Background: an optimization exercise with open tools, aiming at small area and a short achievable clock period. Do not read the settings as production practice.
At most, simulation tests tie the RTL to the original design; equivalence was not proved.
No activity file was given, so power comes from the tool's default toggle rates.

Design axis_hdr_insert_top, start of the top module:
module axis_hdr_insert_top (
	input          clk,
	input          rst_n,
	input          valid_in,
	input  [127:0] data_in,
	input  [15:0]  keep_in,
	input          last_in,
	output         ready_in,
	output         valid_out,
	output [127:0] data_out,
	output [15:0]  keep_out,
	output         last_out,
	input          ready_out,
	input          valid_insert,
	input  [127:0] data_insert,
	input  [15:0]  keep_insert,
	input  [3:0]   byte_insert_cnt,
	output         ready_insert
);
Size in the first run: roughly 2,100 cells after synthesis, about 460 flip-flops, ~450 I/O pins, about 22,000 um^2 of cells after synthesis.
==> flow/config.mk <==
export PLATFORM = sky130hd
export DESIGN_NAME = axis_hdr_insert_top
export DESIGN_NICKNAME = axis_hdr_insert_top
export VERILOG_FILES = /design/flow/design.v
export SDC_FILE = /design/flow/constraint.sdc
export NUM_CORES = 4
export LEC_CHECK = 0
export CAP_MARGIN = 20
export CORE_MARGIN = 2
export CORE_UTILIZATION = 40
export CTS_CLUSTER_DIAMETER = 150
export CTS_CLUSTER_SIZE = 25
export GPL_ROUTABILITY_DRIVEN = 0
export SETUP_SLACK_MARGIN = 4.4
export SLEW_MARGIN = 20
==> flow/constraint.sdc <==
create_clock -name core_clock -period 7.0 [get_ports {clk}]
set_input_delay 1.4000 -clock core_clock [delete_from_list [all_inputs] [get_ports {clk}]]
set_output_delay 1.4000 -clock core_clock [all_outputs]
set_load 0.01 [all_outputs]
standard.sh (not shown) runs the stock make flow with config.mk's settings and CLKGATE_MAP_FILE= SYNTH_SCRIPT=/design/flow/synth_recipe.tcl, a recipe that flattens the netlist after the stock synthesis.
==> flow/flow/run.sh <==
#!/bin/bash
# Standard ORFS layout (the standard.sh), except that the port buffers that
# global placement inserts on every input and output use a plain buffer cell.
set -euo pipefail
bash standard.sh "BUFFER_PORTS_ARGS=-buffer_cell sky130_fd_sc_hd__buf_1" finish > standard.log 2>&1
The first run ran to the end with no violations.
Change:
==> flow/flow/run.sh (replaced) <==
#!/bin/bash
# Standard ORFS layout (the standard.sh), except that the port buffers that
# global placement inserts on every input and output use a plain buffer cell.
set -euo pipefail
bash standard.sh "BUFFER_PORTS_ARGS=-buffer_cell sky130_fd_sc_hd__buf_2" finish > standard.log 2>&1
CTS_BUF_LIST = sky130_fd_sc_hd__clkbuf_8   (was unset)
CTS_CLUSTER_DIAMETER = unset   (was 150)
CTS_CLUSTER_SIZE = unset   (was 25)
GPL_ROUTABILITY_DRIVEN = unset   (was 0)
SETUP_SLACK_MARGIN = 4.5   (was 4.4)
- The new run produced a clean layout
- maximum frequency is lower slightly
- hold slack is about the same
- routed wire length came out higher by a few percent
Change:
CORE_UTILIZATION = 60   (was 40)
CTS_BUF_LIST = unset   (was sky130_fd_sc_hd__clkbuf_8)
CTS_CLUSTER_DIAMETER = 150   (was unset)
CTS_CLUSTER_SIZE = 25   (was unset)
PLACE_DENSITY = 0.72   (was unset)
SETUP_SLACK_MARGIN = 4.4   (was 4.5)
Hold slack gains 0.0064 ns.
Via count falls by 0.80%.
Area after synthesis does not change.
Worst setup slack gains 0.029 ns.
Wire length falls by 9.9%.
Sequential share of layout area rises by 3.4 points.
Global-route usage rises by 9.1 points.
Register-to-register slack loses 0.12 ns.
Cell count falls by 14%.
Non-clock buffer count falls by 92.
Change:
CORE_UTILIZATION = 40   (was 60)
CTS_CLUSTER_DIAMETER = 110   (was 150)
CTS_CLUSTER_SIZE = 30   (was 25)
PLACE_DENSITY = unset   (was 0.72)
Count of clock-buffer cells in the layout decreases by 5.
Total power came out higher by 0.84%.
Wire length is higher by 9.2%.
Fmax went down by 1.7%.
Final area came out higher by 1.6%.
Register-to-register slack gets worse by 0.05 ns.
Synthesized cell count does not change.
Sequential power barely changes.
Hold slack is worse by 0.015 ns.
Sequential share of layout area shrinks by 0.61 points.
Worst setup slack is worse by 0.046 ns.
Change:
CTS_BUF_LIST = sky130_fd_sc_hd__clkbuf_8   (was unset)
CTS_CLUSTER_DIAMETER = unset   (was 110)
CTS_CLUSTER_SIZE = unset   (was 30)
SETUP_SLACK_MARGIN = 4.3   (was 4.4)
Result: The new run ran to the end with no violations. Clock-buffer cell count is higher by 70. Routed wire length stays flat. Sequential share of layout area falls by 1.0 points. First-iteration DRC count decreases by 8.9%. Register-to-register slack degrades by 0.06 ns. Critical path depth stays the same. Clock skew climbs by 0.0059 ns. Via count went up by 1.5%. Worst setup slack is worse by 0.061 ns.
Change:
==> flow/flow/run.sh (replaced) <==
#!/bin/bash
# Standard ORFS layout (the standard.sh), except that the port buffers that
# global placement inserts on every input and output use a plain buffer cell.
set -euo pipefail
bash standard.sh "BUFFER_PORTS_ARGS=-buffer_cell sky130_fd_sc_hd__buf_1" finish > standard.log 2>&1
CTS_BUF_LIST = unset   (was sky130_fd_sc_hd__clkbuf_8)
CTS_CLUSTER_DIAMETER = 150   (was unset)
CTS_CLUSTER_SIZE = 25   (was unset)
SETUP_SLACK_MARGIN = 4.4   (was 4.3)
The new run completed with no timing, DRC or antenna violations.
Core utilization decreases by 2.1 points.
Cell area came out lower by a few percent.
Count of clock-buffer cells in the layout drops by 65.
Sequential share of layout area increases by 1.7 points.
Non-clock buffer count climbs by 9.
Routed wire length goes up slightly.
Synthesized cell count does not change.

* * *

Starting RTL as in the previous note.
clock: 7.0 ns
lec_check: 0
cap_margin: 20
core_margin: 2
core_utilization: 40
cts_cluster_diameter: 150
cts_cluster_size: 25
setup_slack_margin: 4.45
slew_margin: 20
tns_end_percent: 20
==> flow/flow/run.sh <==
#!/bin/bash
# Standard ORFS layout (the standard.sh), except that the port buffers that
# global placement inserts on every input and output use a plain buffer cell.
set -euo pipefail
bash standard.sh "BUFFER_PORTS_ARGS=-buffer_cell sky130_fd_sc_hd__buf_1" finish > standard.log 2>&1
Edit:
==> flow/flow/run.sh (replaced) <==
#!/bin/bash
# Standard ORFS layout (the standard.sh), except that the port buffers that
# global placement inserts on every input and output use a plain buffer cell.
set -euo pipefail
bash standard.sh "BUFFER_PORTS_ARGS=-buffer_cell sky130_fd_sc_hd__buf_2" finish > standard.log 2>&1
- SETUP_SLACK_MARGIN: 4.45 -> 4.4
- TNS_END_PERCENT: 20 -> default
=>
- The new run finished clean
- design area increases by 1.8%
- via count came out lower by 1.4%
- critical path depth decreases by 5
- core utilization rises by 0.87 points
- clock-buffer cell count falls by 2
- worst setup slack is better by 0.037 ns
- area after synthesis stays the same
- maximum frequency climbs by 1.4%
- non-clock buffer count went down by 7
- global-route usage goes up by 0.18 points
Edit:
- CTS_CLUSTER_SIZE: 25 -> 30
What happened: Utilization falls by 0.30 points. First-iteration DRC count rises by about 5%. Worst hold slack gets better by 0.018 ns. Routed wire length stays flat. Synthesized area stays the same. Power falls by 1.4%. Final cell count falls by 0.31%. Clock skew barely changes. Non-clock buffer count falls by 6.
Edit:
==> flow/flow/run.sh (replaced) <==
#!/bin/bash
# Standard ORFS layout (the standard.sh), except that the port buffers that
# global placement inserts on every input and output use a plain buffer cell.
set -euo pipefail
bash standard.sh "BUFFER_PORTS_ARGS=-buffer_cell sky130_fd_sc_hd__buf_1" finish > standard.log 2>&1
- CAP_MARGIN: 20 -> 0
- CTS_CLUSTER_SIZE: 30 -> 25
- SLEW_MARGIN: 20 -> 0
What happened: Final cell count stays flat; wire length hardly moves; worst setup slack gets better by 0.038 ns; non-clock buffer count rises by 2; cell area falls by 2.3%; maximum frequency rises by 1.5%; worst hold slack gets worse by 0.021 ns.

* * *

axis_hdr_insert_top again, from the RTL that the note above started with.
==> flow/config.mk <==
export PLATFORM = sky130hd
export DESIGN_NAME = axis_hdr_insert_top
export DESIGN_NICKNAME = axis_hdr_insert_top
export VERILOG_FILES = /design/flow/design.v
export SDC_FILE = /design/flow/constraint.sdc
export NUM_CORES = 4
export LEC_CHECK = 0
export CAP_MARGIN = 0
export CORE_MARGIN = 2
export CORE_UTILIZATION = 40
export CTS_CLUSTER_DIAMETER = 150
export CTS_CLUSTER_SIZE = 25
export GPL_ROUTABILITY_DRIVEN = 0
export SETUP_SLACK_MARGIN = 4.4
export SLEW_MARGIN = 0
==> flow/constraint.sdc <==
create_clock -name core_clock -period 7.0 [get_ports {clk}]
set_input_delay 1.4000 -clock core_clock [delete_from_list [all_inputs] [get_ports {clk}]]
set_output_delay 1.4000 -clock core_clock [all_outputs]
set_load 0.01 [all_outputs]
==> flow/flow/run.sh <==
#!/bin/bash
# Standard ORFS layout (the standard.sh), except that the port buffers that
# global placement inserts on every input and output use a plain buffer cell.
set -euo pipefail
bash standard.sh "BUFFER_PORTS_ARGS=-buffer_cell sky130_fd_sc_hd__buf_1" finish > standard.log 2>&1
Next try:
--- a/flow/config.mk
+++ b/flow/config.mk
@@ -8 +8 @@
-export CAP_MARGIN = 0
+export CAP_MARGIN = 20
@@ -13,3 +13,2 @@
-export GPL_ROUTABILITY_DRIVEN = 0
-export SETUP_SLACK_MARGIN = 4.4
-export SLEW_MARGIN = 0
+export SETUP_SLACK_MARGIN = 4.45
+export SLEW_MARGIN = 20
Global-route usage rose by 0.55 points.
Area after synthesis is unchanged.
Hold slack stays flat.

* * *

## run A
Another version of the RTL of axis_hdr_insert_top (not shown whole).
Size in the first run: ~2100 cells after synthesis, about 460 flip-flops, roughly 0.023 mm² of cells after synthesis.
==> flow/config.mk <==
export PLATFORM = sky130hd
export DESIGN_NAME = axis_hdr_insert_top
export DESIGN_NICKNAME = axis_hdr_insert_top
export VERILOG_FILES = /design/flow/design.v
export SDC_FILE = /design/flow/constraint.sdc
export NUM_CORES = 4
export LEC_CHECK = 0
export CAP_MARGIN = 20
export CORE_MARGIN = 2
export CORE_UTILIZATION = 40
export CTS_BUF_LIST = sky130_fd_sc_hd__clkbuf_4
export SETUP_SLACK_MARGIN = 4.3
export SLEW_MARGIN = 20
==> flow/constraint.sdc <==
create_clock -name core_clock -period 7.0 [get_ports {clk}]
set_input_delay 1.4000 -clock core_clock [delete_from_list [all_inputs] [get_ports {clk}]]
set_output_delay 1.4000 -clock core_clock [all_outputs]
set_load 0.01 [all_outputs]
==> flow/flow/run.sh <==
#!/bin/bash
# Standard ORFS layout (the standard.sh), except that the port buffers that
# global placement inserts on every input and output use a plain buffer cell.
set -euo pipefail
bash standard.sh "BUFFER_PORTS_ARGS=-buffer_cell sky130_fd_sc_hd__buf_2" finish > standard.log 2>&1
Here is what was changed in the inputs of run B compared with run A.
- removing CTS_BUF_LIST (formerly sky130_fd_sc_hd__clkbuf_4)
Results
When run B is set beside run A, its final worst setup slack turns out to be 200 ps larger.
Of run A and run B, run B shows the higher sequential cell area share, with run A below it.
Higher share of the clock period used by the worst path goes to run A over run B.
No functional check of the RTL was part of any run of this note.

* * *

Another version of the RTL of axis_hdr_insert_top (not shown whole).
For scale: about 470 flip-flops, roughly 450 I/O pins.
clock: 7.0 ns
lec_check: 0
cap_margin: 20
core_margin: 2
core_utilization: 40
cts_buf_list: sky130_fd_sc_hd__clkbuf_8
setup_slack_margin: 4.3
slew_margin: 20
Scripts as last shown in full above: flow/flow/run.sh
The first run finished with timing, DRC and antenna clean.
Change:
--- a/flow/config.mk
+++ b/flow/config.mk
@@ -10,4 +10,4 @@
 export CORE_UTILIZATION = 40
 export CTS_BUF_LIST = sky130_fd_sc_hd__clkbuf_8
-export SETUP_SLACK_MARGIN = 4.3
+export SETUP_SLACK_MARGIN = 4.5
 export SLEW_MARGIN = 20
What happened: Total power goes up by about a fifth. Maximum frequency rose slightly. Synthesized area is unchanged. Global-route usage increases by 2.0 points. Cell area goes up by about a fifth. Non-clock buffer count increases by 219. Clock power is about the same. Die area does not change. First-iteration DRC count rose by about a fifth. Clock-buffer cell count fell by 2.
No functional check of the RTL was part of any run of this note.

* * *

== P ==
Another version of the RTL of axis_hdr_insert_top (not shown whole).
Size: about 2200 cells after synthesis, about 450 I/O pins.
Design axis_hdr_insert_top, start of the top module:
module axis_hdr_insert_top (
	input          clk,
	input          rst_n,
	input          valid_in,
	input  [127:0] data_in,
	input  [15:0]  keep_in,
	input          last_in,
	output         ready_in,
	output         valid_out,
	output [127:0] data_out,
	output [15:0]  keep_out,
	output         last_out,
	input          ready_out,
	input          valid_insert,
	input  [127:0] data_insert,
	input  [15:0]  keep_insert,
	input  [3:0]   byte_insert_cnt,
	output         ready_insert
);
axi_stream_insert_header #(
	.DATA_WD      (128),
	.DATA_BYTE_WD (16),
	.BYTE_CNT_WD  (4)
) u_core (
	.clk             (clk),
	.rst_n           (rst_n),
	.valid_in        (valid_in),
	.data_in         (data_in),
	.keep_in         (keep_in),
	.last_in         (last_in),
	.ready_in        (ready_in),
	.valid_out       (valid_out),
	.data_out        (data_out),
	.keep_out        (keep_out),
	.last_out        (last_out),
	.ready_out       (ready_out),
	.valid_insert    (valid_insert),
	.data_insert     (data_insert),
	.keep_insert     (keep_insert),
	.byte_insert_cnt (byte_insert_cnt),
	.ready_insert    (ready_insert)
);
endmodule
==> flow/config.mk <==
export PLATFORM = sky130hd
export DESIGN_NAME = axis_hdr_insert_top
export DESIGN_NICKNAME = axis_hdr_insert_top
export VERILOG_FILES = /design/flow/design.v
export SDC_FILE = /design/flow/constraint.sdc
export NUM_CORES = 4
export LEC_CHECK = 0
export CAP_MARGIN = 20
export CORE_MARGIN = 2
export CORE_UTILIZATION = 40
export SETUP_SLACK_MARGIN = 4.6
export SLEW_MARGIN = 20
==> flow/constraint.sdc <==
create_clock -name core_clock -period 7.0 [get_ports {clk}]
set_input_delay 1.4000 -clock core_clock [delete_from_list [all_inputs] [get_ports {clk}]]
set_output_delay 1.4000 -clock core_clock [all_outputs]
set_load 0.01 [all_outputs]
Scripts as last shown in full above: flow/flow/run.sh
Here is what was changed in the inputs of Q compared with P.
- swapping 4.6 for 4.3 in SETUP_SLACK_MARGIN
### Flow results
Post-layout total power went down by more than 10% going from P to Q.
[compare] base=P new=Q: synthesized instance count stayed essentially flat; number of buffers outside the clock class in the layout down about 36%; global-route usage -1.3 points.

* * *

axis_hdr_insert_top again, from the RTL that the note above started with.
// axis_hdr_insert_top
module axis_hdr_insert_top (
	input          clk,
	input          rst_n,
	input          valid_in,
	input  [127:0] data_in,
	input  [15:0]  keep_in,
	input          last_in,
	output         ready_in,
	output         valid_out,
	output [127:0] data_out,
	output [15:0]  keep_out,
	output         last_out,
	input          ready_out,
	input          valid_insert,
	input  [127:0] data_insert,
	input  [15:0]  keep_insert,
	input  [3:0]   byte_insert_cnt,
	output         ready_insert
);
axi_stream_insert_header #(
	.DATA_WD      (128),
	.DATA_BYTE_WD (16),
	.BYTE_CNT_WD  (4)
) u_core (
	.clk             (clk),
	.rst_n           (rst_n),
	.valid_in        (valid_in),
	.data_in         (data_in),
	.keep_in         (keep_in),
	.last_in         (last_in),
	.ready_in        (ready_in),
	.valid_out       (valid_out),
	.data_out        (data_out),
	.keep_out        (keep_out),
	.last_out        (last_out),
	.ready_out       (ready_out),
	.valid_insert    (valid_insert),
	.data_insert     (data_insert),
	.keep_insert     (keep_insert),
  ...
Settings: LEC_CHECK=0, CAP_MARGIN=20, CORE_MARGIN=2, CORE_UTILIZATION=40, SETUP_SLACK_MARGIN=4.9, SLEW_MARGIN=20; clock period 7.0 ns.
Scripts as last shown in full above: flow/flow/run.sh
Edit:
--- a/flow/config.mk
+++ b/flow/config.mk
@@ -9,4 +9,4 @@
 export CORE_MARGIN = 2
 export CORE_UTILIZATION = 40
-export SETUP_SLACK_MARGIN = 4.9
+export SETUP_SLACK_MARGIN = 3.9
 export SLEW_MARGIN = 20
After rerunning:
- clock-buffer cell count goes down by 10
- total power goes down by 20%
- utilization goes down by 16 points
- via count goes down by 13%
- non-clock buffer count goes down by 303
- design area goes down by 25%

-- what the ideal ports hide --
In the flow no input, the clock included, has a driving cell. The finished layouts below were timed again as built, in two steps.
Step 1, drivers: a clkbuf_16 drives clk and a buf_2 each remaining input, both assumed.
Step 2 also shifts input and output timing later by t, the mid clock arrival at the registers, as if the neighbouring blocks saw the same clock.
Slacks: ideal ports / drivers / drivers and shift; pairs: ideal ports / drivers.
| run | t (ns) | setup WS [ns] | slew at the worst register clock pin (ns) |
|---|---|---|---|
| the first run of note 1 | 0.636 | 4.404 / 4.351 / 3.887 | 0.12 / 0.12 |
| the second run of note 1 | 0.705 | 4.356 / 4.301 / 3.845 | 0.07 / 0.07 |
| the third run of note 1 | 0.623 | 4.386 / 4.366 / 3.908 | 0.10 / 0.10 |
| the fourth run of note 1 | 0.616 | 4.339 / 4.339 / 3.847 | 0.12 / 0.12 |
| the fifth run of note 1 | 0.718 | 4.279 / 4.253 / 3.715 | 0.08 / 0.08 |
| the sixth run of note 1 | 0.639 | 4.403 / 4.348 / 3.914 | 0.11 / 0.11 |
| the first run of note 2 | 0.637 | 4.358 / 4.325 / 3.863 | 0.11 / 0.11 |
| the second run of note 2 | 0.627 | 4.395 / 4.337 / 3.872 | 0.11 / 0.11 |
| the third run of note 2 | 0.619 | 4.362 / 4.335 / 3.893 | 0.12 / 0.12 |
| the fourth run of note 2 | 0.627 | 4.400 / 4.364 / 3.901 | 0.10 / 0.10 |
| the first run of note 3 | 0.636 | 4.404 / 4.351 / 3.887 | 0.12 / 0.12 |
| the second run of note 3 | 0.634 | 4.392 / 4.335 / 3.916 | 0.11 / 0.11 |
| run A | 0.918 | 4.122 / 4.071 / 3.583 | 0.08 / 0.08 |
| run B | 0.642 | 4.319 / 4.299 / 3.820 | 0.07 / 0.07 |
| the first run of note 5 | 0.708 | 4.228 / 4.240 / 3.533 | 0.07 / 0.07 |
| the second run of note 5 | 0.728 | 4.267 / 4.252 / 3.555 | 0.07 / 0.07 |
| P | 0.660 | 4.295 / 4.231 / 3.971 | 0.07 / 0.07 |
| Q | 0.653 | 4.232 / 4.197 / 3.846 | 0.07 / 0.07 |
| the first run of note 7 | 0.655 | 4.199 / 4.199 / 3.917 | 0.07 / 0.07 |
| the second run of note 7 | 0.646 | 3.953 / 3.953 / 3.431 | 0.07 / 0.07 |
After both steps setup and hold are still met in every run listed. For the second run of note 5, which loses most, drivers alone change the setup slack by -0.015 ns; drivers and shift together by -0.712 ns.
